Context: an optimization exercise on an open-source flow, tuned for small area, a short achievable clock period and few clock cycles. The choices shown serve that exercise and are no tape-out recipe.
RTL that was checked went through simulation tests only; none was proved equivalent to the original.
Function not checked in runs 4 to 8: the RTL went through the layout flow alone.
No activity file was given, so power comes from the tool's default toggle rates.

==> design.v <==
module Sbox5 (
    input [5 : 0] in,
    output reg [3 : 0] out
);
reg [1 : 0] row;
reg [3 : 0] column;
    always @(*) begin
        row = {in[5], in[0]};
        column = in[4 : 1];
        case (column)
            4'b0000 : case (row)
                        2'b00 :  out = 4'b0010; 
                        2'b01 :  out = 4'b1110;
                        2'b10 :  out = 4'b0100;
                        2'b11 :  out = 4'b1011;
                    endcase
            4'b0001 : case (row)
                        2'b00 :  out = 4'b1100; 
                        2'b01 :  out = 4'b1011;
                        2'b10 :  out = 4'b0010;
                        2'b11 :  out = 4'b1000;
                    endcase
            4'b0010 : case (row)
                        2'b00 :  out = 4'b0100; 
                        2'b01 :  out = 4'b0010;
                        2'b10 :  out = 4'b0001;
                        2'b11 :  out = 4'b1100;
                    endcase
            4'b0011 : case (row)
                        2'b00 :  out = 4'b0001; 
                        2'b01 :  out = 4'b1100;
                        2'b10 :  out = 4'b1011;
                        2'b11 :  out = 4'b0111;
                    endcase
            4'b0100 : case (row)
                        2'b00 :  out = 4'b0111;
                        2'b01 :  out = 4'b0100;
                        2'b10 :  out = 4'b1100;
                        2'b11 :  out = 4'b0001;
                    endcase
            4'b0101 : case (row)
                        2'b00 :  out = 4'b1010; 
                        2'b01 :  out = 4'b0111;
                        2'b10 :  out = 4'b1101;
                        2'b11 :  out = 4'b1110;
                    endcase
            4'b0110 : case (row)
                        2'b00 :  out = 4'b1011;
                        2'b01 :  out = 4'b1101;
                        2'b10 :  out = 4'b0111;
                        2'b11 :  out = 4'b0010;
                    endcase
            4'b0111 : case (row)
                        2'b00 :  out = 4'b0110;
                        2'b01 :  out = 4'b0001;
                        2'b10 :  out = 4'b1000;
                        2'b11 :  out = 4'b1101;
                    endcase
            4'b1000 : case (row)
                        2'b00 :  out = 4'b1000; 
                        2'b01 :  out = 4'b0101;
                        2'b10 :  out = 4'b1111;
                        2'b11 :  out = 4'b0110;
                    endcase
            4'b1001 : case (row)
                        2'b00 :  out = 4'b0101;
                        2'b01 :  out = 4'b0000;
                        2'b10 :  out = 4'b1001;
                        2'b11 :  out = 4'b1111;
                    endcase
            4'b1010 : case (row)
                        2'b00 :  out = 4'b0011;
                        2'b01 :  out = 4'b1111;
                        2'b10 :  out = 4'b1100;
                        2'b11 :  out = 4'b0000;
                    endcase
            4'b1011 : case (row)
                        2'b00 :  out = 4'b1111; 
                        2'b01 :  out = 4'b1100;
                        2'b10 :  out = 4'b0101;
                        2'b11 :  out = 4'b1001;
                    endcase
            4'b1100 :  case (row)
                        2'b00 :  out = 4'b1101;
                        2'b01 :  out = 4'b0011;
                        2'b10 :  out = 4'b0110;
                        2'b11 :  out = 4'b1100;
                    endcase
            4'b1101 :  case (row)
                        2'b00 :  out = 4'b0000; 
                        2'b01 :  out = 4'b1001;
                        2'b10 :  out = 4'b0011;
                        2'b11 :  out = 4'b0100;
                    endcase
            4'b1110 : case (row)
                        2'b00 :  out = 4'b1110; 
                        2'b01 :  out = 4'b1000;
                        2'b10 :  out = 4'b0000;
                        2'b11 :  out = 4'b0101;
                    endcase
            4'b1111 : case (row)
                        2'b00 :  out = 4'b1001;
                        2'b01 :  out = 4'b0110;
                        2'b10 :  out = 4'b1110;
                        2'b11 :  out = 4'b0011;
                    endcase 
        endcase
    end
endmodule
module Round (
    input              odd,     
    input              A,
    input              B,
    output [7 : 0] [3 : 0] h_out
);
localparam [31:0] IV = 32'hB4D92C3F;
genvar i;
generate
    for (i = 0; i < 8; i = i + 1) begin : nib
        wire [3:0] iv  = IV[i*4 +: 4];
        wire [3:0] ivr = {iv[1:0], iv[3:2]};
        wire [3:0] g   = (i < 2) ? {4{A ^ B}} :
                         (i < 4) ? {B, A, B, A} :
                         (i < 6) ? 4'b0000 :
                                   {A, B, A, B};
        assign h_out[i] = (odd ? ivr : iv) ^ g;
    end
endgenerate
endmodule
module HashIteration (
    input  [7 : 0] M,
    output         a,
    output         b
);
wire [5 : 0] M6;
wire [3 : 0] s_box_out;
assign M6 = {M[5], M[7]^M[2], M[3], M[0], M[4]^M[1], M[6]};
Sbox5 sbox(
    .in (M6),
    .out (s_box_out)
);
assign a = s_box_out[1] ^ s_box_out[3];
assign b = s_box_out[0] ^ s_box_out[2];
endmodule
module lightHashDES(
        input clk,
        input M_valid,
        input rst_n,
        input [7 : 0] M,
        input [63 : 0] input_lenght,
        output reg hash_ready,
        output [31 : 0] digest
    );
reg busy;
reg [63:0] counter;
reg odd, A, B;
wire a, b;
HashIteration main(
    .M(M),
    .a(a),
    .b(b)
);
Round expand(
    .odd(odd),
    .A(A),
    .B(B),
    .h_out(digest)
);
wire start    = !busy && M_valid;
wire len_le1  = input_lenght[63:1] == 63'd0;
wire len_zero = len_le1 && !input_lenght[0];
wire last     = busy && M_valid && counter == 64'd2;
always @(posedge clk or negedge rst_n) begin
    if (!rst_n) begin
        hash_ready <= 1'b0;
        busy <= 1'b0;
    end else if (start) begin
        hash_ready <= len_le1;
        busy <= !len_le1;
    end else if (last) begin
        hash_ready <= 1'b1;
        busy <= 1'b0;
    end
end
always @(posedge clk) begin
    if (!busy)
        counter <= input_lenght;
    else if (M_valid)
        counter <= counter - 64'd1;
end
always @(posedge clk) begin
    if (start) begin
        odd <= !len_zero;
        A <= a && !len_zero;
        B <= b && !len_zero;
    end else if (busy && M_valid) begin
        odd <= !odd;
        A <= A ^ a;
        B <= B ^ b;
    end
end
endmodule
==> run.sh <==
#!/bin/bash
# synth_recipe.tcl (not shown) runs the flow's synth.tcl, then flattens the netlist and writes it again
# the make line also repeats each setting of config.mk as NAME=value (left out here)
make -C /OpenROAD-flow-scripts/flow DESIGN_CONFIG=/design/flow/config.mk WORK_HOME=/design/flow/orfs CLKGATE_MAP_FILE= SYNTH_SCRIPT=/design/flow/synth_recipe.tcl finish
==> config.mk <==
export PLATFORM = sky130hd
export DESIGN_NAME = lightHashDES
export DESIGN_NICKNAME = lightHashDES
export VERILOG_FILES = /design/flow/design.v
export SDC_FILE = /design/flow/constraint.sdc
export NUM_CORES = 4
export LEC_CHECK = 0
export CAP_MARGIN = 20
export CORE_MARGIN = 2
export CORE_UTILIZATION = 40
export PLACE_DENSITY = 0.6
export SLEW_MARGIN = 20
==> constraint.sdc <==
create_clock -name core_clock -period 4.5 [get_ports {clk}]
set_input_delay 0.9000 -clock core_clock [delete_from_list [all_inputs] [get_ports {clk}]]
set_output_delay 0.9000 -clock core_clock [all_outputs]
set_load 0.01 [all_outputs]
==> impl_metrics.tcl, run 1 <==
set metrics [dict create \
    antenna_left 0 \
    reg2regPathDepth 7 \
    syn_area_um2 5211 \
    drt_wl_total_mm 13.56 \
    tns_ns 0 \
    slew_violations 0 \
    ys_warn_count 2 \
    post-route-period-util 0.8307 \
    synthArstFlopShare 0.02899 \
    top_level_ports 108 \
    die-area_um2 13960 \
    r2r_end "counter[44]" \
    place_area_um2 6304 \
    status "timing/DRC/antenna clean" \
    required_ns 4.58 \
    port_buffers 105 \
    regToRegSetupSlack_ns 1.61 \
    dr.pass1.iters 4 \
    cts_setup_buffers 0 \
    cp_data_arrival_time_ns 3.82 \
    synth_seq_cells 69 \
    min_to "hash_ready" \
    die_h_um 118.1 \
    ys_types 66 \
    power_frac_comb 0.291 \
    viasPerCell 5.419 \
    final_cells 840 \
    ctsResizeCount 0 \
    clkLatencyLatePin_ns 0.34 \
    final_cell_mix "clkdlybuf4s50_1, nor2_1, edfxtp_1" \
    antenna_found_initial 0 \
    htree_levels 3 \
    cts_buffer_depth 2 \
    final_common_cell "clkdlybuf4s50_1" \
    fin_crit_ns 3.738 \
    syn_area_per_cell_um2 8.923 \
    skew_ns 0.01214 \
    power.share.clock 0.304 \
    pre_cts_slack_ns 0.4234 \
    gp_congestion 0.8032 \
    dp_hpwl_mm 10.05 \
    syn_inst 584 \
    grt_pass1_vias 4503 \
    core-area_um2 12670 \
    hold_viol_final 0 \
    grt_pass1_wl_mm 22.68 \
    rsz0062_at_grt "no" \
    grt.met3_usage 0.03571 \
    tritoncts "yes" \
    powerDensity_nw_per_um2 364.0 \
    synth_edf_count 67 \
    drv_cap 0 \
    setup_ws_ns 0.7618 \
    grt_usage 0.2018 \
    first_iter_violations 198 \
    ys.flop_type "edfxtp_1" \
    clock-sinks 69 \
    place_inst 824 \
    nets 747 \
    p_seq_frac 0.405 \
    peakVddDrop_v 0.0002143 \
    hold_class "flop to flop" \
    switching_share 0.2998 \
    cp_max_fo 6 \
    cts_made_buffers 9 \
    worst_slew_pin_slew_ns 0.6664 \
    end_kind "flop" \
    p_leak_nw 2.150 \
    p_int_mw 1.683 \
    timing.rr.start "counter[5]" \
    synth_top_area_cell "edfxtp_1" \
    startpoint_type "input pin" \
    finalSetupViolCount 0 \
    num_rows 41 \
    criticalPathCategory "input pin to flop" \
    switching_power_mw 0.7208 \
    relSlewSlack 0.5557 \
    grt_max_degree 74 \
    clockRootBuffer "clkbuf_16" \
    use_met2 0.3273 \
    fmax_mhz 267.5 \
    top_usage_layer "met2" \
    hold_buffers 0 \
    hold_depth 2 \
    yosysTopAreaCellShare 0.3861 \
    wl_per_cell_um 16.15 \
    synth_area_leaders "edfxtp_1, nor2_1, xnor2_1" \
    start_util 0.4113 \
    clkTransAtPathRegs_ns 0.07 \
    drc 0 \
    worstHoldStart "hash_ready" \
    drive_above_1_share 0.07784 \
    final_cell_area_um2 6605 \
    area_growth_pct 26.75 \
    gr-total-overflow 0 \
    antennaDiodeCount 0 \
    ys_seq_area_frac 0.3957 \
    num_vias 4552 \
    die-width_um 118.1 \
    use_met1 0.2705 \
]
[power groups by stage]
stage | Combinational (mW) | Sequential [mW] | Clock, mW
5_1_grt | 0.767 | 0.994 | 0.772
3_3_place_gp | 0.695 | 0.981 | 0
4_1_cts | 0.706 | 0.974 | 0.744
2_1_floorplan | 0.461 | 0.954 | 0
3_5_place_dp | 0.701 | 0.985 | 0
6_report | 0.699 | 0.974 | 0.731
[flip-flops by register name, indices dropped and copies added, names as in the netlist]
signal	flops
busy	1
odd	1
B	1
counter	64
hash_ready	1
A	1
[synth_stat cells, types with 3 or more instances]
cell type  instances
a211oi_1           3
a21o_1             3
a21oi_1           65
a31oi_1           10
and2_1             3
buf_2              3
buf_4             23
clkbuf_1          25
edfxtp_1          67
ha_1               9
inv_1             13
mux2i_1            6
nand2_1           33
nand2b_1           6
nand3_1            7
nand3b_1           7
nand4_1            6
nor2_1           103
nor3_1            22
nor4_1            26
o21ai_0            9
o31ai_1            3
or3_1             11
or4_1              3
or4_4              3
xnor2_1           41
xor2_1            24
[cells by family after synthesis]
family | count (synthesis) | share of synthesized area
xor+xnor | 65 | 0.1092
simple gates | 249 | 0.2533
flops | 69 | 0.3957
buf+inv | 65 | 0.06411
compound gates | 118 | 0.1373
other cells | 1 | 0.0007196
fa+ha+maj | 9 | 0.02161
mux | 8 | 0.01801
[how the worst max path moves through the flow]
stage	start	to	slack [ns]	cells after the start
6_report	M[6]	A	0.76	12
5_1_grt	M[6]	A	0.46	12
4_1_cts	M[6]	A	0.78	12
3_5_place_dp	M[6]	A	0.42	12
3_3_place_gp	M[6]	A	0.56	12
2_1_floorplan	M[6]	A	1.38	10
[through the flow]
stage / total power [mW] / hold slack, ns / utilization
2_1_floorplan: 1.415 / 0.5714 / -
3_3_place_gp: 1.675 / 0.5206 / 0.4975
3_5_place_dp: 1.686 / 0.5350 / 0.4975
4_1_cts: 2.424 / 0.5490 / 0.5213
5_1_grt: 2.532 / 0.6134 / 0.5213
6_report: 2.404 / 0.5487 / 0.5213
[per-layer routing]
layer | up-vias | wire length [µm]
li1 | 2277 | -
met1 | 2154 | 6333
met2 | 109 | 6445
met3 | 12 | 608
met4 | 0 | 174
met5 | - | 0
[layout make-up]
type	count	area [µm²]
sequential	69	2066
tap	172	215.2
timing repair buffer	118	1149
inverter	14	52.55
multi-input combinational	451	2821
clock inverter	5	58.81
clock buffer	11	242.7
fill	1227	6066
[critical path, stage by stage]
cell             delay (ns)
clkdlybuf4s50_1        0.56
inv_1                  0.11
ha_1                   0.27
nor2_1                 0.26
nor3_1                 0.08
a311o_1                0.32
a2111oi_0              0.52
buf_4                  0.21
a21oi_1                0.06
mux2i_1                0.24
mux2i_1                0.22
nand3_1                0.08
Testbench counts, summed over its fixed seeds: cycles 29,177.
==> run 2, diff against run 1 <==
--- a/design.v
+++ b/design.v
@@ -183,10 +183,7 @@
     end
 end
 always @(posedge clk) begin
-    if (!busy)
-        counter <= input_lenght;
-    else if (M_valid)
-        counter <= counter - 64'd1;
+    counter <= busy ? counter - {63'd0, M_valid} : input_lenght;
 end
 always @(posedge clk) begin
     if (start) begin
==> flow/run.sh (new file) <==
#!/bin/bash
set -euo pipefail
bash standard.sh "BUFFER_PORTS_ARGS=-buffer_cell sky130_fd_sc_hd__buf_1" finish > flow.log 2>&1
==> standard.sh (new file) <==
#!/bin/bash
# synth_recipe.tcl (not shown) runs the flow's synth.tcl, then flattens the netlist and writes it again
# the make line also repeats each setting of config.mk as NAME=value (left out here)
make -C /OpenROAD-flow-scripts/flow DESIGN_CONFIG=/design/flow/config.mk WORK_HOME=/design/flow/orfs CLKGATE_MAP_FILE= SYNTH_SCRIPT=/design/flow/synth_recipe.tcl "${@:-finish}"
removed: run.sh
==> run 2 against run 1 <==
Largest cell class unchanged. Cell count is 5.0% lower. Setup slack improved by 0.52 ns. Global-route usage decreased by 1.8 points. Worst hold slack worse by 0.18 ns. Clock skew fell by 0.0062 ns. Still clean on timing, DRC and antenna. Sequential power rose by 9%. Largest power group unchanged.
==> impl_metrics.tcl, run 2 <==
set metrics [dict create \
    cts_made_buffers 9 \
    nets 739 \
    criticalPathCategory "input pin to flop" \
    final_cell_mix "buf_1, nor2_1, a21oi_1" \
    cts_setup_buffers 0 \
    gp_congestion 0.8530 \
    seq_area_um2 1425 \
    slew_violations 0 \
    synth_edf_count 3 \
    syn_area_um2 4509 \
    htree_levels 3 \
    antenna_left 0 \
    regToRegSetupSlack_ns 1.44 \
    ys.flop_type "dfxtp_1" \
    timing.rr.start "counter[37]" \
    ys_seq_area_frac 0.3152 \
    end_kind "flop" \
    yosysTopAreaCellShare 0.2841 \
    ys_types 58 \
    finalSetupViolCount 0 \
    route.met3.wl_um 696 \
    final_cells 798 \
    synth_seq_cells 69 \
    synthArstFlopShare 0.02899 \
    first_iter_violations 240 \
    fmax_mhz 310.8 \
    synth_area_leaders "dfxtp_1, xnor2_1, nor2_1" \
    yosysMostFrequentCell "nor2_1" \
    syn_inst 587 \
    viasPerCell 5.269 \
    drive_above_1_share 0.04407 \
    startpoint_type "input pin" \
    place_inst 784 \
    syn_area_per_cell_um2 7.682 \
    clock-sinks 69 \
    tns_ns 0 \
    met1_length_mm 5.329 \
    powerDensity_nw_per_um2 465.8 \
    cp_data_arrival_time_ns 3.40 \
    drt_wl_total_mm 11.33 \
    whs_ns 0.3640 \
    drv_cap 0 \
    relSlewSlack 0.3027 \
    cp_max_fo 8 \
    ctsResizeCount 0 \
    largest_register_ffs 64 \
    port_buffers 105 \
    grt_pass1_vias 3764 \
    rsz0062_at_grt "no" \
    dr.pass1.iters 4 \
    reg2regPathDepth 7 \
    dp_hpwl_mm 8.472 \
    clkLatencyLatePin_ns 0.33 \
    top_level_ports 108 \
    die_h_um 110.2 \
    die-width_um 110.2 \
    hold_class "input pin to async pin" \
    top_register "counter" \
    cts_buffer_depth 2 \
    clkTransAtPathRegs_ns 0.05 \
    grt_max_degree 70 \
    synth_top_area_cell "dfxtp_1" \
    setup.worst_path.start "M_valid" \
    area_growth_pct 12.93 \
    hold_buffers 0 \
    skew_ns 0.005974 \
    final_common_cell "buf_1" \
    synth_common_cells "nor2_1, a21oi_1, dfxtp_1" \
    wl_per_cell_um 14.20 \
    antennaDiodeCount 0 \
    die-area_um2 12140 \
    post-route-period-util 0.7149 \
    grt_pass1_wl_mm 17.51 \
    antenna_found_initial 0 \
    multi_input_area_um2 2741 \
    required_ns 4.69 \
    p_leak_nw 1.678 \
    start_util 0.4124 \
    worst_slew_pin_slew_ns 1.046 \
    clockRootBuffer "clkbuf_16" \
    status "timing/DRC/antenna clean" \
    num-fill-cells 1128 \
    tritoncts "yes" \
    top_layer "met4" \
    hold_viol_final 0 \
    ys_warn_count 2 \
    num_rows 38 \
    grt_usage 0.1842 \
    drc 0 \
    num_vias 4205 \
    gr-total-overflow 0 \
    fin_crit_ns 3.217 \
    core-area_um2 10940 \
    peakVddDrop_v 0.0002155 \
    wl_met2_mm 5.107 \
]
[run 2: changes by cell type in the layout (fill, tap and decap cells not counted), sizes merged, moves of 6 or more]
cell	before	now
nor2b	1	7
clkdlybuf4s50	105	0
nor2	106	93
o21ai	9	18
nor3	23	30
edfxtp	67	3
dfxtp	0	64
buf	13	110
nand2	33	19
[run 2: kinds of logic (layout without fill, tap and decap cells)]
| logic type | after synthesis | after routing | synth area share |
|---|---|---|---|
| buf+inv | 68 | 138 | 0.07769 |
| compound gates | 119 | 119 | 0.1526 |
| other cells | 1 | 2 | 0.0008316 |
| fa+ha+maj | 9 | 9 | 0.02497 |
| flops | 69 | 69 | 0.3152 |
| mux | 4 | 4 | 0.009157 |
| simple gates | 248 | 248 | 0.2825 |
| xor+xnor | 69 | 69 | 0.1371 |
[run 2: final cells by class]
cell class                 instances  area share
tap                              140     0.03440
inverter                          14     0.01032
sequential                        69      0.2799
timing repair buffer             110     0.08477
clock buffer                      12     0.05037
multi-input combinational        451      0.5383
clock inverter                     2    0.001966
[run 2: final timing paths]
| check | to |
|---|---|
| worst max-delay path | counter[42] |
| worst min register to register | counter[7] |
| min in group core_clock | counter[7] |
| max in group asynchronous | busy |
| worst min-delay path | busy |
| worst max register to register | counter[58] |
[run 2: power by group]
part           switching (mW)  internal [mW]  leakage (nW)  total (mW)
sequential              0.216          0.845         0.589        1.06
clock                   0.247          0.395         0.134       0.642
combinational           0.345          0.324         0.955       0.669
[run 2: critical path, stage by stage]
cell and delay (ns):
buf_1 0.27, ha_1 0.28, ha_1 0.24, nand4_1 0.13
or3_1 0.57, or2_4 0.34, or4_4 0.42, xor2_1 0.17
a21oi_1 0.08
[run 2: metal layers]
layer,vias to the layer above,track usage
met5,-,0
met4,0,0.05893
met1,1904,0.2508
li1,2184,-
met3,12,0.03527
met2,105,0.2940
[run 2: stage by stage]
| step | power [mW] | cell area, µm² | setup slack [ns] | utilization |
|---|---|---|---|---|
| 2_1_floorplan | 1.597 | 4513 | 1.560 | - |
| 3_3_place_gp | 1.710 | 4826 | 1.018 | 0.4413 |
| 3_5_place_dp | 1.735 | 4826 | 0.9449 | 0.4413 |
| 4_1_cts | 2.384 | 5092 | 1.279 | 0.4657 |
| 5_1_grt | 2.520 | 5092 | 1.037 | 0.4657 |
| 6_report | 2.372 | 5092 | 1.283 | 0.4657 |
Testbench counts of run 2, summed over its fixed seeds: cycles 29,177.
==> run 3, diff against run 2 <==
==> run.sh (new file) <==
#!/bin/bash
# synth_recipe.tcl (not shown) runs the flow's synth.tcl, then flattens the netlist and writes it again
# the make line also repeats each setting of config.mk as NAME=value (left out here)
make -C /OpenROAD-flow-scripts/flow DESIGN_CONFIG=/design/flow/config.mk WORK_HOME=/design/flow/orfs CLKGATE_MAP_FILE= SYNTH_SCRIPT=/design/flow/synth_recipe.tcl finish
removed: flow/run.sh
removed: standard.sh
==> run 3 against run 2 <==
Clock skew grew 0.0011 ns. First-iteration DRC count grew 5.4%. Cell count grew 0.38%. Sequential power is essentially flat. Via count grew 1.1%. Worst hold slack gained 0.12 ns. Cell area grew 13%. Clock power grew 2%. Power grew 6.8%. Global-route usage grew 1.3 points. Synthesized cell count is the same. Critical path depth is the same. Largest power group unchanged.
==> impl_metrics.tcl, run 3 <==
set metrics [dict create \
    synthArstFlopShare 0.02899 \
    drv_cap 0 \
    critPathTopFamily "simple AND/OR/NAND/NOR gates" \
    p_int_mw 1.721 \
    skew_ns 0.007106 \
    hold_class "flop to flop" \
    first_iter_violations 253 \
    port_buffers 105 \
    critical_path_buf_inv_count 1 \
    syn_inst 587 \
    yosysMostFrequentCell "nor2_1" \
    critPathSlowestCell "clkdlybuf4s50_1" \
    gp_congestion 0.8520 \
    peakVddDrop_v 0.0002567 \
    cts_buffer_depth 2 \
    cts_made_buffers 9 \
    grt_usage 0.1967 \
    synthMuxAreaShare 0.009156 \
    antennaDiodeCount 0 \
    cp_data_arrival_time_ns 3.86 \
    nets 740 \
    drt_wl_total_mm 11.70 \
    num_rows 38 \
    core-area_um2 10940 \
    die-area_um2 12140 \
    grt_pass1_vias 3992 \
    ctsResizeCount 0 \
    slew_violations 0 \
    setup_ws_ns 0.8142 \
    synth_edf_count 3 \
    criticalPathCategory "input pin to flop" \
    grt_pass1_wl_mm 18.86 \
    syn_area_per_cell_um2 7.682 \
    final_cell_mix "clkdlybuf4s50_1, nor2_1, a21oi_1" \
    largest_register_ffs 64 \
    critPathMaxStageDelay_ns 0.64 \
    power_frac_comb 0.329 \
    worstPathCellList "clkdlybuf4s50_1 > ha_1 > nor4b_1 > nand3_1 > nor3_1 > nand4bb_1 > nor3b_1 > xnor2_1 > a21oi_1" \
    hold_viol_final 0 \
    end_kind "flop" \
    top_register "counter" \
    area_growth_pct 28.14 \
    grt_max_degree 129 \
    start_util 0.4124 \
    synth_top_area_cell "dfxtp_1" \
    synth_top_family_by_area "simple AND/OR/NAND/NOR gates" \
    ys_seq_area_frac 0.3152 \
    gr-total-overflow 0 \
    switching_power_mw 0.8136 \
    cts_setup_buffers 0 \
    die_h_um 110.2 \
    post-route-period-util 0.8191 \
    startpoint_type "input pin" \
    switching_share 0.3210 \
    yosysTopAreaCellShare 0.2841 \
    wl_per_cell_um 14.60 \
    synth_compound_area_frac 0.1526 \
    p_leak_nw 1.971 \
    p_seq_frac 0.412 \
    clkTransAtPathRegs_ns 0.06 \
    die-width_um 110.2 \
    tritoncts "yes" \
    synth-adder-area-share 0.02497 \
    top_level_ports 108 \
    syn_area_um2 4509 \
    htree_levels 3 \
    dr.pass1.iters 5 \
    powerDensity_nw_per_um2 438.6 \
    status "timing/DRC/antenna clean" \
    hold_buffers 0 \
    fin_crit_ns 3.686 \
    num_vias 4253 \
    required_ns 4.67 \
    antenna_found_initial 0 \
    clockRootBuffer "clkbuf_16" \
    synth_common_cells "nor2_1, a21oi_1, dfxtp_1" \
    fmax_mhz 271.3 \
    worst_slew_pin_slew_ns 0.8427 \
    tns_ns 0 \
    synth_area_leaders "dfxtp_1, xnor2_1, nor2_1" \
    antenna_left 0 \
    viasPerCell 5.310 \
    cp_max_fo 7 \
    dp_hpwl_mm 8.745 \
    ys.flop_type "dfxtp_1" \
    power.share.clock 0.259 \
    rsz0062_at_grt "no" \
    synth-simple-area-share 0.2825 \
    drc 0 \
    ys_types 58 \
    clkLatencyLatePin_ns 0.32 \
    final_common_cell "clkdlybuf4s50_1" \
    ys_warn_count 2 \
    finalSetupViolCount 0 \
    clock-sinks 69 \
    drive_above_1_share 0.04992 \
    synth_xor_xnor_area_share 0.1371 \
    pre_cts_slack_ns 0.5451 \
    relSlewSlack 0.4382 \
    synth_seq_cells 69 \
]
==> run 3: cell counts after synthesis <==
Identical to the previous run, type by type.
==> run 3: power by group through the flow <==
stage	sequential, mW	combinational (mW)	clock, mW
floorplan	1.01	0.591	0
global placement	1.04	0.820	0
detailed placement	1.05	0.833	0
CTS	1.04	0.841	0.678
global route	1.08	0.920	0.705
finish	1.04	0.834	0.657
==> run 3: cell families after synthesis <==
kind of cell,after synthesis
buf+inv,68
mux,4
flops,69
xor+xnor,69
simple gates,248
compound gates,119
fa+ha+maj,9
other cells,1
==> run 3: per-stage QoR <==
stage / hold slack [ns] / std cells / instance area, µm² / power, mW / util
after CTS: 0.4920 / 801 / 5774 / 2.561 / 0.5280
after floorplan: 0.4566 / 588 / 4513 / 1.597 / -
final: 0.4872 / 801 / 5778 / 2.534 / 0.5284
after global routing: 0.5237 / 801 / 5778 / 2.703 / 0.5284
after global placement: 0.4789 / 784 / 5483 / 1.863 / 0.5014
after detailed placement: 0.4841 / 785 / 5488 / 1.883 / 0.5018
==> run 3: layout make-up <==
cell class              count  area (µm²)
well taps                 140       175.2
repair buffers            111        1097
clock inverters             5       33.78
multi-input cells         451        2741
inverters                  14       52.55
fillers                  1070        5157
flip-flops and latches     69        1425
clock buffers              11       252.7
==> run 3: metal layers <==
metal  GRT usage  wire length [µm]  share of wire
met1      0.2627              5413           0.46
met2      0.3260              5618           0.48
met3     0.04468               565          0.048
met4     0.04018                97         0.0083
met5           0                 0              0
==> run 3: path summary, 6_finish.rpt <==
check / depth (start not counted) / slack (ns) / startpoint / to
max in group asynchronous: 1 / 3.62 / rst_n / busy
worst max-delay path: 9 / 0.81 / M_valid / counter[63]
min in group asynchronous: 1 / 0.74 / rst_n / busy
worst min register to register: 2 / 0.49 / counter[7] / counter[7]
worst max register to register: 7 / 1.42 / counter[37] / counter[60]
worst min-delay path: 2 / 0.49 / counter[7] / counter[7]
==> run 3: worst reg2reg max path: cells and delay by family (launching register included) <==
family	cells	cell delay (ns)
XOR/XNOR	1	0.19
flip-flops	1	0.34
AND/OR/NAND/NOR	5	2.31
AO/OA/AOI/OAI	1	0.08
==> run 4, diff against run 3 <==
--- a/design.v
+++ b/design.v
@@ -152,6 +152,7 @@
         output [31 : 0] digest
     );
 reg busy;
+reg pend;
 reg [63:0] counter;
 reg odd, A, B;
 wire a, b;
@@ -169,7 +170,9 @@
 wire start    = !busy && M_valid;
 wire len_le1  = input_lenght[63:1] == 63'd0;
 wire len_zero = len_le1 && !input_lenght[0];
-wire last     = busy && M_valid && counter == 64'd2;
+wire at_two   = pend ? counter == 64'd3 : counter == 64'd2;
+wire last     = busy && M_valid && at_two;
+wire take     = M_valid && (busy || !len_zero);
 always @(posedge clk or negedge rst_n) begin
     if (!rst_n) begin
         hash_ready <= 1'b0;
@@ -183,17 +186,12 @@
     end
 end
 always @(posedge clk) begin
-    counter <= busy ? counter - {63'd0, M_valid} : input_lenght;
+    pend <= busy && M_valid;
+    counter <= busy ? counter - {63'd0, pend} : input_lenght;
 end
 always @(posedge clk) begin
-    if (start) begin
-        odd <= !len_zero;
-        A <= a && !len_zero;
-        B <= b && !len_zero;
-    end else if (busy && M_valid) begin
-        odd <= !odd;
-        A <= A ^ a;
-        B <= B ^ b;
-    end
+    odd <= (odd && !start) ^ take;
+    A   <= (A   && !start) ^ (a && take);
+    B   <= (B   && !start) ^ (b && take);
 end
 endmodule
==> flow/run.sh (new file) <==
#!/bin/bash
set -euo pipefail
bash standard.sh "BUFFER_PORTS_ARGS=-buffer_cell sky130_fd_sc_hd__buf_1" finish > flow.log 2>&1
==> standard.sh (new file) <==
#!/bin/bash
# synth_recipe.tcl (not shown) runs the flow's synth.tcl, then flattens the netlist and writes it again
# the make line also repeats each setting of config.mk as NAME=value (left out here)
make -C /OpenROAD-flow-scripts/flow DESIGN_CONFIG=/design/flow/config.mk WORK_HOME=/design/flow/orfs CLKGATE_MAP_FILE= SYNTH_SCRIPT=/design/flow/synth_recipe.tcl "${@:-finish}"
removed: run.sh
==> run 4 against run 3 <==
Still clean on timing, DRC and antenna. Clock power grew 8.4%. Cell area shrank 9.5%. Cell count grew 1.2%. Synthesized area grew 1.6%. Register-to-register slack gained 0.21 ns. Sequential power shrank 21%. Sequential share of layout area grew 2.4 points. Global-route usage shrank 0.54 points. Critical path type unchanged. Critical endpoint is now A. Largest power group unchanged.
==> impl_metrics.tcl, run 4 <==
set metrics [dict create \
    synthArstFlopShare 0.02857 \
    ys_warn_count 2 \
    cts_buffer_depth 2 \
    synth_top_area_cell "dfxtp_1" \
    setup_ws_ns 1.271 \
    synth_seq_cells 70 \
    startpoint_type "input pin" \
    timing.rr.start "counter[21]" \
    fmax_mhz 309.7 \
    slew_violations 0 \
    port_buffers 105 \
    final_common_cell "buf_1" \
    drc 0 \
    core-area_um2 11320 \
    synth_area_leaders "dfxtp_1, xnor2_1, nor2_1" \
    critPathSlowestCell "or4_1" \
    antenna_found_initial 0 \
    synth_common_cells "nor2_1, a21oi_1, dfxtp_1" \
    post-route-period-util 0.7176 \
    critPathMostFrequentCell "and3_1" \
    final_cell_mix "buf_1, nor2_1, dfxtp_1, a21oi_1, xnor2_1" \
    grt_usage 0.1913 \
    clkLatencyLatePin_ns 0.34 \
    drv_cap 0 \
    tns_ns 0 \
    worst_slew_pin_slew_ns 1.004 \
    worstPathCellList "buf_1 > inv_1 > ha_1 > o21ba_2 > nand3_1 > o311ai_0 > and3_1 > or4_1 > and3_1 > o311ai_1 > o211ai_1" \
    powerDensity_nw_per_um2 409.9 \
    die_h_um 111.0 \
    hold_class "input pin to async pin" \
    cp-endpoint "A" \
    pre_cts_slack_ns 0.9685 \
    finalSetupViolCount 0 \
    clockRootBuffer "clkbuf_16" \
    antennaDiodeCount 0 \
    setup.worst_path.start "M[5]" \
    reg2regPathDepth 8 \
    drive_above_1_share 0.05988 \
    hold_viol_final 0 \
    syn_area_per_cell_um2 7.766 \
    relSlewSlack 0.3309 \
    nets 747 \
    ys_types 62 \
    skew_ns 0.01143 \
    cp_data_arrival_time_ns 3.44 \
    num_rows 39 \
    ctsResizeCount 0 \
    p_leak_nw 1.778 \
    yosysTopAreaCellShare 0.2971 \
    yosysMostFrequentCell "nor2_1" \
    syn_inst 590 \
    end_kind "flop" \
    top_register "counter" \
    die-width_um 111.0 \
    rsz0062_at_grt "no" \
    regToRegSetupSlack_ns 1.63 \
    gr-total-overflow 0 \
    required_ns 4.71 \
    synth_edf_count 0 \
    fin_crit_ns 3.229 \
    tritoncts "yes" \
    die-area_um2 12330 \
    first_iter_violations 224 \
    hold_buffers 0 \
    start_util 0.4047 \
    wl_per_cell_um 14.32 \
    gp_congestion 0.8243 \
    critPathMaxStageDelay_ns 0.52 \
    criticalPathCategory "input pin to flop" \
    viasPerCell 5.408 \
    dr.pass1.iters 5 \
    top_level_ports 108 \
    grt_pass1_wl_mm 19.55 \
    cts_setup_buffers 0 \
    status "timing/DRC/antenna clean" \
    ys_seq_area_frac 0.3080 \
    cp_max_fo 14 \
    clock-sinks 70 \
    dp_hpwl_mm 8.405 \
    antenna_left 0 \
    drt_wl_total_mm 11.61 \
    num_vias 4386 \
    syn_area_um2 4582 \
    r2r_end "counter[59]" \
    grt_pass1_vias 4076 \
    largest_register_ffs 64 \
    ys.flop_type "dfxtp_1" \
    grt_max_degree 108 \
    area_growth_pct 14.15 \
    peakVddDrop_v 0.0003413 \
    clkTransAtPathRegs_ns 0.06 \
    htree_levels 3 \
    cts_made_buffers 9 \
]
-- run 4: how the worst min path moves through the flow --
stage	start	endpoint	slack, ns	cells past startpoint
final	rst_n	busy	0.34	1
after floorplan	counter[5]	counter[5]	0.48	2
after global placement	counter[5]	counter[5]	0.50	2
after CTS	rst_n	hash_ready	0.33	1
after detailed placement	counter[5]	counter[5]	0.51	2
after global routing	rst_n	busy	0.34	1
-- run 4: layer usage --
layer,vias to the layer above,share of wire,global-route usage
li1,2213,-,-
met1,2034,0.47,0.2576
met2,126,0.46,0.3067
met3,13,0.055,0.03445
met4,0,0.016,0.07243
met5,-,0,0
-- run 4: worst max-delay path: cells and delay by family --
kind,cells,cell delay (ns)
simple gates,4,1.00
fa+ha+maj,1,0.48
buf+inv,2,0.26
compound gates,4,0.79
-- run 4: layout make-up --
cell class / instances / area, µm²
Fill cell: 1177 / 6091
Multi-Input combinational cell: 457 / 2846
Sequential cell: 70 / 1415
Timing Repair Buffer: 111 / 439.2
Clock buffer: 9 / 225.2
Tap cell: 143 / 178.9
Clock inverter: 7 / 72.57
Inverter: 14 / 52.55
-- run 4: cell families (layout without fill, tap and decap cells) --
kind of cell,Yosys count,count (layout),share of synthesized area
xor+xnor,71,71,0.1374
simple gates,251,251,0.2911
buf+inv,64,141,0.07154
flops,70,70,0.3080
mux,6,6,0.01338
compound gates,118,118,0.1532
other cells,1,2,0.0008184
fa+ha+maj,9,9,0.02458
-- run 4: through the flow --
stage | power [mW] | instances | util | hold slack [ns] | area (µm²)
after floorplan | 1.375 | 591 | - | 0.4804 | 4586
after CTS | 2.158 | 811 | 0.4620 | 0.3336 | 5230
final | 2.144 | 811 | 0.4620 | 0.3415 | 5230
after global placement | 1.431 | 795 | 0.4357 | 0.5026 | 4932
after global routing | 2.271 | 811 | 0.4620 | 0.3418 | 5230
after detailed placement | 1.437 | 795 | 0.4357 | 0.5080 | 4932
-- run 4: power by group --
part           internal [mW]  switching (mW)  total [mW]
combinational          0.256           0.359       0.615
sequential             0.709           0.108       0.817
clock                  0.430           0.283       0.712
total                   1.39           0.749        2.14
==> run 5, diff against run 4 <==
--- a/config.mk
+++ b/config.mk
@@ -5,8 +5,10 @@
 export SDC_FILE = /design/flow/constraint.sdc
 export NUM_CORES = 4
 export LEC_CHECK = 0
+export ABC_AREA = 1
 export CAP_MARGIN = 20
 export CORE_MARGIN = 2
 export CORE_UTILIZATION = 40
 export PLACE_DENSITY = 0.6
+export SETUP_SLACK_MARGIN = 2.7
 export SLEW_MARGIN = 20
==> run 5 against run 4 <==
Power grew 11%. Synthesized cell count rose by 58%. Highest routed layer unchanged. Routed wire length rose by 54%. Cell area grew 49%. Global-route usage rose by 4.0 points. Clock skew shrank 0.0049 ns. Register-to-register slack improved by 0.93 ns.
==> impl_metrics.tcl, run 5 <==
set metrics [dict create \
    grt_max_degree 83 \
    status "timing/DRC/antenna clean" \
    synth_top_area_cell "dfxtp_1" \
    top_level_ports 108 \
    nets 1152 \
    grt_pass1_wl_mm 26.88 \
    num_vias 6214 \
    timing.rr.start "counter[4]" \
    setup.worst_path.start "B" \
    htree_levels 3 \
    tritoncts "yes" \
    critPathTopFamily "XOR/XNOR gates" \
    p_seq_frac 0.323 \
    antennaDiodeCount 0 \
    first_iter_violations 379 \
    critPathSlowestCell "dfxtp_4" \
    ys_warn_count 2 \
    worstPathCellList "xnor2_4 > xor2_2 > inv_2 > buf_1" \
    grt_usage 0.2310 \
    synth_common_cells "nand2_1, nor2_1, inv_1" \
    p_int_mw 1.511 \
    clock-sinks 70 \
    top_register "counter" \
    switching_share 0.3622 \
    area_growth_pct 40.06 \
    start_util 0.4055 \
    die-width_um 121.9 \
    power.total_mw 2.369 \
    antenna_left 0 \
    gr-total-overflow 0 \
    finalSetupViolCount 0 \
    clockRootBuffer "clkbuf_16" \
    ys.flop_type "dfxtp_1" \
    relSlewSlack 0.6269 \
    syn_inst 935 \
    wl_per_cell_um 14.26 \
    cts_made_buffers 9 \
    power_frac_comb 0.408 \
    syn_area_per_cell_um2 5.950 \
    ys_seq_area_frac 0.2537 \
    clkTransAtPathRegs_ns 0.05 \
    power.share.clock 0.269 \
    core-area_um2 13720 \
    end_kind "primary output" \
    ys_types 39 \
    die_h_um 121.9 \
    criticalPathCategory "flop to primary output" \
    hold_viol_final 0 \
    drc 0 \
    slew_violations 0 \
    rsz0062_at_grt "yes" \
    synth_seq_cells 70 \
    viasPerCell 4.963 \
    cts_buffer_depth 2 \
    required_ns 3.60 \
    cp_max_fo 3 \
    skew_ns 0.006517 \
    synth_area_leaders "dfxtp_1, nand2_1, nor2_1" \
    powerDensity_nw_per_um2 304.0 \
    gp_congestion 0.9791 \
    cp_data_arrival_time_ns 1.29 \
    yosysTopAreaCellShare 0.2447 \
    final_common_cell "nand2_1" \
    critical_path_buf_inv_count 2 \
    switching_power_mw 0.8581 \
    dp_hpwl_mm 12.89 \
    port_buffers 105 \
    die-area_um2 14870 \
    syn_area_um2 5563 \
    final_cell_mix "nand2_1, inv_1, nor2_1" \
    tns_ns 0 \
    yosysMostFrequentCell "nand2_1" \
    startpoint_type "flop" \
    num_rows 43 \
    worst_slew_pin_slew_ns 0.5597 \
    synthArstFlopShare 0.02857 \
    dr.pass1.iters 5 \
    p_leak_nw 3.473 \
    drive_above_1_share 0.2799 \
    synth_edf_count 0 \
    post-route-period-util 0.4864 \
    largest_register_ffs 64 \
    antenna_found_initial 0 \
    clkLatencyLatePin_ns 0.34 \
    num-fill-cells 1345 \
    peakVddDrop_v 0.0004338 \
    grt_pass1_vias 5627 \
    fin_crit_ns 2.189 \
    drt_wl_total_mm 17.86 \
    hold_class "input pin to async pin" \
    drv_cap 0 \
    fmax_mhz 456.8 \
    critPathMaxStageDelay_ns 0.37 \
]
==> run 5: cell types whose count changed after synthesis, sizes merged, moves of 11 or more <==
cell    before  now
a21oi       68    5
clkbuf      25   11
inv         14  123
nand2       23  294
nand3       15   40
nand4        8   23
nor2        96  178
nor3        29   11
nor4        30   18
o21ai       12   51
or3         11    0
xnor2       47   36
==> run 5: power groups by stage <==
stage | sequential [mW] | clock (mW) | combinational, mW
3_5_place_dp | 0.757 | 0 | 0.696
6_report | 0.765 | 0.637 | 0.966
4_1_cts | 0.762 | 0.652 | 0.835
5_1_grt | 0.772 | 0.684 | 1.05
3_3_place_gp | 0.758 | 0 | 0.701
2_1_floorplan | 0.746 | 0 | 0.669
==> run 5: final timing paths <==
kind / to / slack, ns / cells past startpoint
setup / recovery: digest[4] / 2.31 / 4
hold / removal: hash_ready / 0.35 / 1
setup reg to reg: counter[60] / 2.56 / 13
hold reg to reg: counter[63] / 0.48 / 2
max in group asynchronous: busy / 4.00 / 1
min in group core_clock: counter[63] / 0.48 / 2
==> run 5: cell families after synthesis <==
group,Yosys count,synth area share
and+or+nand+nor,573,0.4507
DFF,70,0.2537
xor gates and xnor gates,59,0.09289
AOI/OAI and AO/OA,61,0.05668
buffers and inverters,162,0.1251
other,1,0.0006741
adders and majority gates,9,0.02024
==> run 5: metrics by stage <==
step,hold slack [ns],std cells,setup slack [ns],cell area [µm²],util
finish,0.3468,1252,2.311,7791,0.5679
global route,0.3430,1252,2.257,7791,0.5679
CTS,0.3371,1229,2.300,7106,0.5179
detailed placement,0.4744,1185,1.788,6106,0.4451
global placement,0.4669,1185,1.844,6106,0.4451
floorplan,0.4468,936,2.454,5710,-
==> run 5: cell type report <==
| type | count | area (µm²) | area share |
|---|---|---|---|
| clock buffers | 13 | 250.2 | 0.03212 |
| clock inverters | 2 | 10.01 | 0.001285 |
| inverters | 124 | 505.5 | 0.06488 |
| multi-input cells | 704 | 4364 | 0.5601 |
| flip-flops and latches | 70 | 1431 | 0.1837 |
| well taps | 180 | 225.2 | 0.02891 |
| repair buffers | 159 | 1005 | 0.1290 |
==> run 5: repair_timing <==
action                     CTS  global route
pin swaps                   57            70
hold buffers                 0             0
setup endpoints to repair   66            75
hold endpoints to repair     0             0
resized for setup          153           153
buffers inserted            29            23
==> run 5: metal layers <==
layer  GRT usage  part of all wire  vias to the layer above
met5           0                 0                        -
met4     0.06178             0.024                        0
met3     0.05056             0.062                       40
met2      0.3970              0.48                      204
met1      0.2921              0.43                     2825
li1            -                 -                     3145
==> run 6, diff against run 5 <==
--- a/config.mk
+++ b/config.mk
@@ -5,7 +5,6 @@
 export SDC_FILE = /design/flow/constraint.sdc
 export NUM_CORES = 4
 export LEC_CHECK = 0
-export ABC_AREA = 1
 export CAP_MARGIN = 20
 export CORE_MARGIN = 2
 export CORE_UTILIZATION = 40
==> run 6 against run 5 <==
Clock power is 6.4% higher. Flip-flop and latch count is the same. Maximum frequency fell by 19%. Cell area is 7.1% lower. Combinational power grew 16%. Routed wire length shrank 21%. Highest routed layer unchanged. Die area shrank 17%. Still clean on timing, DRC and antenna. Register-to-register slack got worse by 0.67 ns. First-iteration DRC count decreased by 39%. Global-route usage shrank 2.1 points.
==> impl_metrics.tcl, run 6 <==
set metrics [dict create \
    status "timing/DRC/antenna clean" \
    viasPerCell 5.443 \
    antenna_found_initial 0 \
    num-fill-cells 948 \
    final_cell_area_um2 7236 \
    grt_pass1_wl_mm 21.29 \
    drt_wl_total_mm 14.12 \
    clockRootBuffer "clkbuf_16" \
    post-route-period-util 0.5977 \
    clkLatencyLatePin_ns 0.34 \
    ys.flop_type "dfxtp_1" \
    cp_max_fo 8 \
    worst_slew_pin_slew_ns 0.8450 \
    wl_per_cell_um 15.83 \
    fin_crit_ns 2.690 \
    htree_levels 3 \
    criticalPathCategory "input pin to flop" \
    final_common_cell "nor2_1" \
    syn_inst 590 \
    finalSetupViolCount 0 \
    synth_seq_cells 70 \
    synth_area_leaders "dfxtp_1, xnor2_1, nor2_1" \
    synth_top_area_cell "dfxtp_1" \
    antennaDiodeCount 0 \
    cts_made_buffers 9 \
    dr.pass1.iters 5 \
    die-area_um2 12330 \
    drv_cap 0 \
    relSlewSlack 0.4367 \
    regToRegSetupSlack_ns 1.89 \
    hold_class "input pin to async pin" \
    synthArstFlopShare 0.02857 \
    hold_buffers 0 \
    cts_buffer_depth 2 \
    startpoint_type "input pin" \
    antenna_left 0 \
    fmax_mhz 371.8 \
    syn_area_um2 4582 \
    rsz0062_at_grt "yes" \
    top_register "counter" \
    dp_hpwl_mm 8.541 \
    place_area_um2 5253 \
    setup.worst_path.start "M[5]" \
    clock-sinks 70 \
    final_cell_mix "nor2_1, buf_1, a21oi_1" \
    area_growth_pct 57.92 \
    yosysTopAreaCellShare 0.2971 \
    syn_area_per_cell_um2 7.766 \
    nets 829 \
    timing.rr.start "counter[10]" \
    gr-total-overflow 0 \
    hold_viol_final 0 \
    grt_pass1_vias 4514 \
    tritoncts "yes" \
    cp_data_arrival_time_ns 2.91 \
    clkTransAtPathRegs_ns 0.06 \
    num_rows 39 \
    r2r_end "counter[61]" \
    start_util 0.4047 \
    drc 0 \
    skew_ns 0.008797 \
    end_kind "flop" \
    die-width_um 111.0 \
    ys_warn_count 2 \
    gp_congestion 0.8361 \
    peakVddDrop_v 0.0003040 \
    port_buffers 105 \
    synth_edf_count 0 \
    num_vias 4855 \
    synth_common_cells "nor2_1, a21oi_1, dfxtp_1" \
    ys_types 62 \
    drive_above_1_share 0.3685 \
    required_ns 4.72 \
    p_leak_nw 2.737 \
    yosysMostFrequentCell "nor2_1" \
    tns_ns 0 \
    multi_input_area_um2 3859 \
    seq_area_um2 1434 \
    top_level_ports 108 \
    slew_violations 0 \
    first_iter_violations 232 \
    cp-endpoint "A" \
    largest_register_ffs 64 \
    ys_seq_area_frac 0.3080 \
    grt_max_degree 126 \
    grt_usage 0.2096 \
    die_h_um 111.0 \
    powerDensity_nw_per_um2 367.1 \
    reg2regPathDepth 9 \
    core-area_um2 11320 \
]
==> run 6: changes by cell type after synthesis, moves of 9 or more <==
cell / before / now
nand2_1: 287 / 23
inv_1: 119 / 14
nor2_1: 168 / 95
a21oi_1: 5 / 68
o21ai_1: 27 / 1
nand3_1: 40 / 15
nor3_1: 7 / 26
nand4_1: 22 / 6
clkbuf_1: 11 / 25
o21ai_0: 24 / 11
or3_1: 0 / 11
xnor2_1: 36 / 46
nor4_1: 17 / 26
==> run 6: how the worst min path moves through the flow <==
stage               start          to  slack (ns)  cells past startpoint
2_1_floorplan  counter[5]  counter[5]        0.50                      2
3_3_place_gp   counter[5]  counter[5]        0.53                      2
3_5_place_dp   counter[5]  counter[5]        0.54                      2
4_1_cts             rst_n        busy        0.34                      1
5_1_grt             rst_n        busy        0.34                      1
6_report            rst_n        busy        0.34                      1
==> run 6: kinds of logic (layout without fill, tap and decap cells) <==
logic type	Yosys count	after routing	synth area share
and+or+nand+nor	251	251	0.2911
AOI/OAI and AO/OA	118	118	0.1532
xor gates and xnor gates	71	73	0.1374
DFF	70	70	0.3080
buffers and inverters	64	220	0.07154
adders and majority gates	9	9	0.02458
muxes	6	6	0.01338
other	1	2	0.0008184
==> run 6: repair_timing <==
item                                    CTS  global route
cloned                                    0             2
endpoints found under the hold margin     0             0
buffers inserted                         39            45
endpoints found under the setup margin   90            92
resized for setup                       120           128
pin swaps                                44            79
==> run 6: critical path, stage by stage <==
cell and delay (ns):
buf_6 0.13, inv_6 0.07, ha_4 0.19, o21ba_4 0.17, nand3_2 0.09, o311ai_4 0.10
and3_1 0.21, or4_4 0.52, and3_4 0.17, o311ai_4 0.24, o211ai_1 0.12
==> run 6: layer usage <==
metal	part of all wire	wire length (µm)	up-vias	GRT usage
li1	-	-	2381	-
met1	0.42	5992	2301	0.2707
met2	0.50	7056	149	0.3485
met3	0.058	818	24	0.04429
met4	0.018	252	0	0.07325
met5	0	0	-	0
==> run 6: report_power, final <==
group	switching, mW	internal (mW)
Sequential	0.141	0.722
Clock	0.263	0.415
Combinational	0.499	0.616
Total	0.903	1.75
==> run 6: metrics by stage <==
step / utilization / std cells / hold WS (ns) / power (mW) / setup WS (ns)
floorplan: - / 591 / 0.5022 / 1.438 / 1.696
global placement: 0.4640 / 791 / 0.5265 / 1.480 / 1.136
detailed placement: 0.4640 / 791 / 0.5351 / 1.494 / 1.053
CTS: 0.5567 / 845 / 0.3368 / 2.405 / 1.723
global route: 0.6391 / 892 / 0.3450 / 2.784 / 1.734
finish: 0.6391 / 892 / 0.3371 / 2.656 / 1.810
==> run 6: final cells by class <==
class,instances,share of cell area
Clock buffer,14,0.03787
Multi-Input combinational cell,459,0.5333
Sequential cell,70,0.1982
Clock inverter,1,0.0006917
Inverter,14,0.009684
Tap cell,143,0.02473
Timing Repair Buffer,191,0.1956
==> run 7, diff against run 6 <==
--- a/design.v
+++ b/design.v
@@ -108,24 +108,17 @@
     end
 endmodule
 module Round (
-    input              odd,     
-    input              A,
-    input              B,
-    output [7 : 0] [3 : 0] h_out
-);
-localparam [31:0] IV = 32'hB4D92C3F;
-genvar i;
-generate
-    for (i = 0; i < 8; i = i + 1) begin : nib
-        wire [3:0] iv  = IV[i*4 +: 4];
-        wire [3:0] ivr = {iv[1:0], iv[3:2]};
-        wire [3:0] g   = (i < 2) ? {4{A ^ B}} :
-                         (i < 4) ? {B, A, B, A} :
-                         (i < 6) ? 4'b0000 :
-                                   {A, B, A, B};
-        assign h_out[i] = (odd ? ivr : iv) ^ g;
-    end
-endgenerate
+    input o, no, A, nA, nAB, oA, noA, oB, noB, oAB, noAB,
+    output [31 : 0] h_out
+);
+assign h_out[ 3: 0] = {nAB,  nAB,  nAB,  nAB };
+assign h_out[ 7: 4] = {oAB,  oAB,  noAB, noAB};
+assign h_out[11: 8] = {noB,  noA,  oB,   oA  };
+assign h_out[15:12] = {oB,   A,    noB,  A   };
+assign h_out[19:16] = {no,   o,    o,    no  };
+assign h_out[23:20] = {no,   1'b1, o,    1'b1};
+assign h_out[27:24] = {A,    noB,  A,    oB  };
+assign h_out[31:28] = {nA,   oB,   nA,   noB };
 endmodule
 module HashIteration (
     input  [7 : 0] M,
@@ -154,7 +147,7 @@
 reg busy;
 reg pend;
 reg [63:0] counter;
-reg odd, A, B;
+reg o, no, A, nA, nAB, oA, noA, oB, noB, oAB, noAB;
 wire a, b;
 HashIteration main(
     .M(M),
@@ -162,17 +155,39 @@
     .b(b)
 );
 Round expand(
-    .odd(odd),
-    .A(A),
-    .B(B),
+    .o(o), .no(no), .A(A), .nA(nA), .nAB(nAB), .oA(oA), .noA(noA),
+    .oB(oB), .noB(noB), .oAB(oAB), .noAB(noAB),
     .h_out(digest)
 );
+wire [7:0]  blk_zero;
+wire [7:0]  blk_pre;
+wire [63:0] low_zero;
+genvar i;
+generate
+    for (i = 0; i < 8; i = i + 1) begin : blk
+        assign blk_zero[i] = ~|counter[8*i +: 8];
+        if (i == 0) begin : first
+            assign blk_pre[i] = 1'b1;
+        end else begin : rest
+            assign blk_pre[i] = &blk_zero[i-1:0];
+        end
+    end
+    for (i = 0; i < 64; i = i + 1) begin : bit_
+        if (i % 8 == 0) begin : first
+            assign low_zero[i] = blk_pre[i/8];
+        end else begin : rest
+            assign low_zero[i] = blk_pre[i/8] & ~|counter[i-1 : 8*(i/8)];
+        end
+    end
+endgenerate
 wire start    = !busy && M_valid;
-wire len_le1  = input_lenght[63:1] == 63'd0;
+wire len_le1  = ~|input_lenght[63:1];
 wire len_zero = len_le1 && !input_lenght[0];
-wire at_two   = pend ? counter == 64'd3 : counter == 64'd2;
+wire at_two   = ~|counter[63:2] && counter[1] && (counter[0] == pend);
 wire last     = busy && M_valid && at_two;
 wire take     = M_valid && (busy || !len_zero);
+wire ta       = take && a;
+wire tb       = take && b;
 always @(posedge clk or negedge rst_n) begin
     if (!rst_n) begin
         hash_ready <= 1'b0;
@@ -187,11 +202,19 @@
 end
 always @(posedge clk) begin
     pend <= busy && M_valid;
-    counter <= busy ? counter - {63'd0, pend} : input_lenght;
+    counter <= busy ? counter ^ ({64{pend}} & low_zero) : input_lenght;
 end
 always @(posedge clk) begin
-    odd <= (odd && !start) ^ take;
-    A   <= (A   && !start) ^ (a && take);
-    B   <= (B   && !start) ^ (b && take);
+    o    <= (start ? 1'b0 : o   ) ^ take;
+    no   <= (start ? 1'b1 : no  ) ^ take;
+    A    <= (start ? 1'b0 : A   ) ^ ta;
+    nA   <= (start ? 1'b1 : nA  ) ^ ta;
+    nAB  <= (start ? 1'b1 : nAB ) ^ ta ^ tb;
+    oA   <= (start ? 1'b0 : oA  ) ^ take ^ ta;
+    noA  <= (start ? 1'b1 : noA ) ^ take ^ ta;
+    oB   <= (start ? 1'b0 : oB  ) ^ take ^ tb;
+    noB  <= (start ? 1'b1 : noB ) ^ take ^ tb;
+    oAB  <= (start ? 1'b0 : oAB ) ^ take ^ ta ^ tb;
+    noAB <= (start ? 1'b1 : noAB) ^ take ^ ta ^ tb;
 end
 endmodule
--- a/config.mk
+++ b/config.mk
@@ -9,5 +9,4 @@
 export CORE_MARGIN = 2
 export CORE_UTILIZATION = 40
 export PLACE_DENSITY = 0.6
-export SETUP_SLACK_MARGIN = 2.7
 export SLEW_MARGIN = 20
==> run 7 against run 6 <==
Still clean. Global-route usage shrank 2.8 points. First-iteration DRC count grew 27%. Core utilization decreased by 18 points. Cell count shrank 6.7%. Clock skew down 0.0035 ns. Non-clock buffer count down 78. Critical path type unchanged. Critical endpoint is now noAB. Largest cell class unchanged. Largest power group is now registers. Highest routed layer unchanged.
==> impl_metrics.tcl, run 7 <==
set metrics [dict create \
    synthArstFlopShare 0.02564 \
    num_vias 4454 \
    drive_above_1_share 0.07007 \
    post-route-period-util 0.7623 \
    tritoncts "yes" \
    die-width_um 114.7 \
    grt_usage 0.1820 \
    die-area_um2 13140 \
    cts_made_buffers 9 \
    place_area_um2 5162 \
    clock-sinks 78 \
    htree_levels 3 \
    dr.pass1.iters 4 \
    ys_seq_area_frac 0.3209 \
    yosysTopAreaCellShare 0.3107 \
    drc 0 \
    clkTransAtPathRegs_ns 0.06 \
    worst_slew_pin_slew_ns 0.6993 \
    hold_buffers 0 \
    ys_types 70 \
    rsz0062_at_grt "no" \
    hold_viol_final 0 \
    synth_top_area_cell "dfxtp_1" \
    gr-total-overflow 0 \
    fmax_mhz 291.5 \
    final_common_cell "buf_1" \
    top_level_ports 108 \
    criticalPathCategory "input pin to flop" \
    tns_ns 0 \
    cp_max_fo 9 \
    required_ns 4.72 \
    finalSetupViolCount 0 \
    nets 764 \
    final_cell_area_um2 5485 \
    dp_hpwl_mm 8.796 \
    drv_cap 0 \
    syn_area_um2 4897 \
    end_kind "flop" \
    drt_wl_total_mm 11.67 \
    final_cell_mix "buf_1, nor2_1, dfxtp_1" \
    cp_data_arrival_time_ns 3.65 \
    area_growth_pct 12.01 \
    antennaDiodeCount 0 \
    first_iter_violations 294 \
    antenna_found_initial 0 \
    hold_class "input pin to async pin" \
    grt_pass1_wl_mm 19.20 \
    core-area_um2 11960 \
    num-fill-cells 1220 \
    wl_per_cell_um 14.02 \
    clkLatencyLatePin_ns 0.33 \
    skew_ns 0.005258 \
    status "timing/DRC/antenna clean" \
    slew_violations 0 \
    clockRootBuffer "clkbuf_16" \
    grt_max_degree 70 \
    syn_inst 621 \
    top_register "counter" \
    syn_area_per_cell_um2 7.886 \
    p_leak_nw 1.888 \
    gp_congestion 0.8446 \
    port_buffers 105 \
    powerDensity_nw_per_um2 522.2 \
    ys_warn_count 2 \
    cts_buffer_depth 2 \
    relSlewSlack 0.5328 \
    cts_setup_buffers 0 \
    viasPerCell 5.353 \
    ctsResizeCount 0 \
    antenna_left 0 \
    yosysMostFrequentCell "nor2_1" \
    fin_crit_ns 3.430 \
    synth_edf_count 0 \
    ys.flop_type "dfxtp_1" \
    num_rows 40 \
    synth_seq_cells 78 \
    start_util 0.4094 \
    die_h_um 114.7 \
    grt_pass1_vias 4111 \
    synth_area_leaders "dfxtp_1, xnor2_1, nor2_1" \
    peakVddDrop_v 0.0001879 \
    synth_common_cells "nor2_1, dfxtp_1, a21oi_1" \
    startpoint_type "input pin" \
    largest_register_ffs 64 \
]
-- run 7: worst paths after layout --
kind,depth (start not counted),slack (ns),to,from
worst max-delay path,11,1.07,noAB,M[5]
worst min-delay path,1,0.34,busy,rst_n
worst max register to register,8,1.72,counter[53],counter[2]
worst min register to register,2,0.48,oA,oA
max in group asynchronous,1,4.02,busy,rst_n
min in group core_clock,2,0.48,oA,oA
-- run 7: routing by layer --
metal,wire (µm),vias up,track usage
met1,5442,2028,0.2470
li1,-,2275,-
met3,673,15,0.03547
met4,200,0,0.06829
met5,0,-,0
met2,5349,136,0.2860
-- run 7: kinds of logic after synthesis --
family | Yosys count | synth area share
other | 1 | 0.0007657
AOI/OAI and AO/OA | 128 | 0.1622
and+or+nand+nor | 250 | 0.2647
buffers and inverters | 76 | 0.08533
DFF | 78 | 0.3209
adders and majority gates | 9 | 0.02299
xor gates and xnor gates | 74 | 0.1323
muxes | 5 | 0.01073
-- run 7: final cells by class --
cell class	count	area, µm²	area share
Inverter	10	37.54	0.006843
Multi-Input combinational cell	468	2912	0.5308
Sequential cell	78	1575	0.2872
Timing Repair Buffer	113	454.2	0.08280
Clock buffer	10	229.0	0.04174
Tap cell	147	183.9	0.03353
Clock inverter	6	93.84	0.01711
-- run 7: through the flow --
stage | total power [mW] | util | std cells | hold slack, ns | worst slack (ns)
floorplan | 2.013 | - | 622 | 0.4523 | 1.330
global placement | 2.061 | 0.4316 | 816 | 0.4711 | 0.8668
detailed placement | 2.096 | 0.4316 | 816 | 0.4759 | 0.7405
CTS | 2.893 | 0.4586 | 832 | 0.3341 | 1.073
global route | 3.064 | 0.4586 | 832 | 0.3338 | 0.7707
finish | 2.865 | 0.4586 | 832 | 0.3417 | 1.070
-- run 7: worst max-delay path: stages --
cell	delay [ns]
buf_1	0.19
inv_1	0.13
ha_1	0.43
mux2_2	0.30
nand3_1	0.07
o311ai_0	0.13
a221oi_1	0.49
nand4_1	0.33
o21ai_1	0.27
xnor2_1	0.17
o211a_1	0.24
-- run 7: power by group --
part           switching [mW]  total (mW)  internal (mW)
registers               0.267        1.23          0.966
clock network           0.289       0.779          0.490
logic                   0.449       0.852          0.403
total                    1.01        2.86           1.86
==> run 8, diff against run 7 <==
--- a/config.mk
+++ b/config.mk
@@ -5,6 +5,7 @@
 export SDC_FILE = /design/flow/constraint.sdc
 export NUM_CORES = 4
 export LEC_CHECK = 0
+export ABC_AREA = 1
 export CAP_MARGIN = 20
 export CORE_MARGIN = 2
 export CORE_UTILIZATION = 40
==> run 8 against run 7 <==
Die area is 4.9% higher. Cell count up 27%. Power is 22% lower. Maximum frequency rose by 30%. Register-to-register slack gained 0.61 ns. Synthesized cell count up 30%. Clock skew down 0.00053 ns. Synthesized area increased by 5.1%. Setup slack better by 0.79 ns. First-iteration DRC count rose by 0.34%.
==> impl_metrics.tcl, run 8 <==
set metrics [dict create \
    status "timing/DRC/antenna clean" \
    yosysMostFrequentCell "nand2_1" \
    drv_cap 0 \
    fmax_mhz 379.0 \
    hold_viol_final 0 \
    antenna_left 0 \
    place_inst 1039 \
    grt_max_degree 69 \
    clockRootBuffer "clkbuf_16" \
    r2r_end "counter[51]" \
    synth_area_leaders "dfxtp_1, nand2_1, nor2_1" \
    grt_usage 0.1881 \
    largest_register_ffs 64 \
    cts_buffer_depth 2 \
    ys_types 38 \
    synth_edf_count 0 \
    clkTransAtPathRegs_ns 0.06 \
    hold_buffers 0 \
    area_growth_pct 12.30 \
    finalSetupViolCount 0 \
    num_vias 5039 \
    die_h_um 117.4 \
    peakVddDrop_v 0.0003388 \
    antennaDiodeCount 0 \
    clkLatencyLatePin_ns 0.33 \
    hold_class "input pin to async pin" \
    timing.rr.start "pend" \
    gp_congestion 0.9093 \
    ys_warn_count 2 \
    ys_seq_area_frac 0.3053 \
    final_common_cell "nand2_1" \
    p_leak_nw 2.514 \
    switching_power_mw 0.7350 \
    reg2regPathDepth 11 \
    dp_hpwl_mm 9.768 \
    regToRegSetupSlack_ns 2.33 \
    pre_cts_slack_ns 1.525 \
    cts_setup_buffers 0 \
    final_cells 1055 \
    cp_max_fo 6 \
    ctsResizeCount 0 \
    p_int_mw 1.488 \
    top_register "counter" \
    whs_ns 0.3597 \
    criticalPathCategory "input pin to flop" \
    synth_top_area_cell "dfxtp_1" \
    start_util 0.4096 \
    htree_levels 3 \
    rsz0062_at_grt "no" \
    worst_slew_pin_slew_ns 0.6354 \
    setup_ws_ns 1.861 \
    ys.flop_type "dfxtp_1" \
    top_level_ports 108 \
    drc 0 \
    first_iter_violations 295 \
    final_cell_mix "nand2_1, nor2_1, buf_1" \
    gr-total-overflow 0 \
    grt_pass1_wl_mm 21.37 \
    num_rows 41 \
    drive_above_1_share 0.07248 \
    die-area_um2 13790 \
    syn_area_um2 5147 \
    end_kind "flop" \
    p_seq_frac 0.409 \
    switching_share 0.3306 \
    synthArstFlopShare 0.02564 \
    power.share.clock 0.330 \
    synth_seq_cells 78 \
    viasPerCell 4.776 \
    power_frac_comb 0.260 \
    cts_made_buffers 9 \
    syn_inst 806 \
    tns_ns 0 \
    slew_violations 0 \
    antenna_found_initial 0 \
    nets 962 \
    powerDensity_nw_per_um2 384.5 \
    wl_per_cell_um 11.93 \
    relSlewSlack 0.5764 \
    required_ns 4.73 \
    tritoncts "yes" \
    synth_common_cells "nand2_1, nor2_1, dfxtp_1" \
    dr.pass1.iters 5 \
    startpoint_type "input pin" \
    die-width_um 117.4 \
    drt_wl_total_mm 12.59 \
    skew_ns 0.004730 \
    yosysTopAreaCellShare 0.2956 \
    clock-sinks 78 \
    syn_area_per_cell_um2 6.386 \
    port_buffers 105 \
    core-area_um2 12570 \
    fin_util 0.4599 \
    cp_data_arrival_time_ns 2.87 \
    num-fill-cells 1383 \
    fin_crit_ns 2.639 \
    post-route-period-util 0.5864 \
    grt_pass1_vias 4685 \
]
-- run 8: cell count changes after synthesis, sizes merged, moves of 22 or more --
cell | before | now
a21oi | 68 | 12
a31oi | 6 | 37
inv | 10 | 78
nand2 | 30 | 208
nand3 | 12 | 46
nor2 | 103 | 158
o21ai | 13 | 35
xnor2 | 45 | 4
-- run 8: worst max-delay path, stage by stage --
cell	delay, ns
buf_1	0.18
inv_1	0.13
ha_1	0.29
or2_2	0.35
nand2_1	0.08
nand2_1	0.05
nor2_1	0.10
nand2_1	0.07
nor2_1	0.09
nand2_1	0.05
nand2_1	0.15
nand3_2	0.16
nand2_1	0.12
nand2_1	0.06
nand2_1	0.05
nand2_1	0.04
-- run 8: power groups by stage --
stage                     clock, mW  combinational, mW  sequential, mW
after floorplan                   0              0.591           0.900
after global routing          0.779              0.655           0.929
after detailed placement          0              0.579           0.922
after global placement            0              0.578           0.924
final                         0.734              0.579           0.910
after CTS                     0.755              0.584           0.910
-- run 8: final cells by class --
class	instances	area, µm²	share of cell area
flip-flops and latches	78	1573	0.2721
well taps	172	215.2	0.03723
clock inverters	4	45.04	0.007792
clock buffers	12	256.5	0.04437
multi-input cells	603	2984	0.5162
inverters	79	297.8	0.05152
repair buffers	107	409.1	0.07078
-- run 8: metal layers --
layer	up-vias	GRT usage	part of all wire
met4	0	0.03614	0.0035
met5	-	0	0
met1	2236	0.2407	0.47
met3	2	0.04864	0.053
li1	2683	-	-
met2	118	0.3216	0.47
-- run 8: how the worst max path moves through the flow --
| stage | startpoint | end | slack, ns | cells after the start |
|---|---|---|---|---|
| 2_1_floorplan | M[5] | nAB | 1.99 | 15 |
| 3_5_place_dp | M[5] | nAB | 1.53 | 16 |
| 6_report | M[5] | nAB | 1.86 | 16 |
| 4_1_cts | M[5] | nAB | 1.87 | 16 |
| 5_1_grt | M[6] | nAB | 1.67 | 16 |
| 3_3_place_gp | M[5] | noAB | 1.58 | 16 |
-- run 8: kinds of logic (layout without fill, tap and decap cells) --
group	Yosys count	in the layout	share of synthesized area
other	1	2	0.0007285
AOI/OAI and AO/OA	85	85	0.09504
adders and majority gates	9	9	0.02188
buffers and inverters	126	202	0.1157
xor gates and xnor gates	28	28	0.04764
DFF	78	78	0.3053
and+or+nand+nor	479	479	0.4137
-- run 8: stage by stage --
stage / cell area (µm²) / total power, mW
2_1_floorplan: 5151 / 1.491
3_3_place_gp: 5479 / 1.502
3_5_place_dp: 5479 / 1.502
4_1_cts: 5781 / 2.249
5_1_grt: 5781 / 2.363
6_report: 5781 / 2.223

-- port drivers added, routing unchanged --
The flow's constraints put no driver on any port. The routed layouts listed below were extracted and timed again, unchanged, in two steps.
Step 1 assumes that a clkbuf_16 drives the clock port and a buf_2 every other input.
Step 2 times the ports against the registers' clock, not the clock port: input delays grow and output delays shrink by t, the midpoint of the rising clock arrivals with the driver on.
Three values: no drivers, after step 1, after step 2; two values: the first two.
run	shift t [ns]	setup slack, ns	hold WS [ns]	worst data-port slew with drivers (ns)
run 1	0.380	0.762 / 0.783 / 0.403	0.549 / 0.549 / 0.549	0.05
run 2	0.365	1.283 / 1.302 / 0.937	0.364 / 0.351 / 0.492	0.04
run 3	0.358	0.814 / 0.822 / 0.463	0.487 / 0.487 / 0.487	0.04
run 4	0.372	1.271 / 1.289 / 0.916	0.342 / 0.331 / 0.516	0.06
run 5	0.376	2.311 / 2.270 / 2.130	0.347 / 0.337 / 0.483	0.06
run 6	0.379	1.810 / 1.803 / 1.424	0.337 / 0.323 / 0.547	0.06
run 7	0.367	1.070 / 1.087 / 0.720	0.342 / 0.346 / 0.485	0.05
run 8	0.371	1.861 / 1.880 / 1.509	0.360 / 0.347 / 0.470	0.06
After both steps setup and hold are still met in every run listed. The setup slack of run 6, which loses most, moves by -0.007 ns with the drivers and by -0.386 ns with both steps.
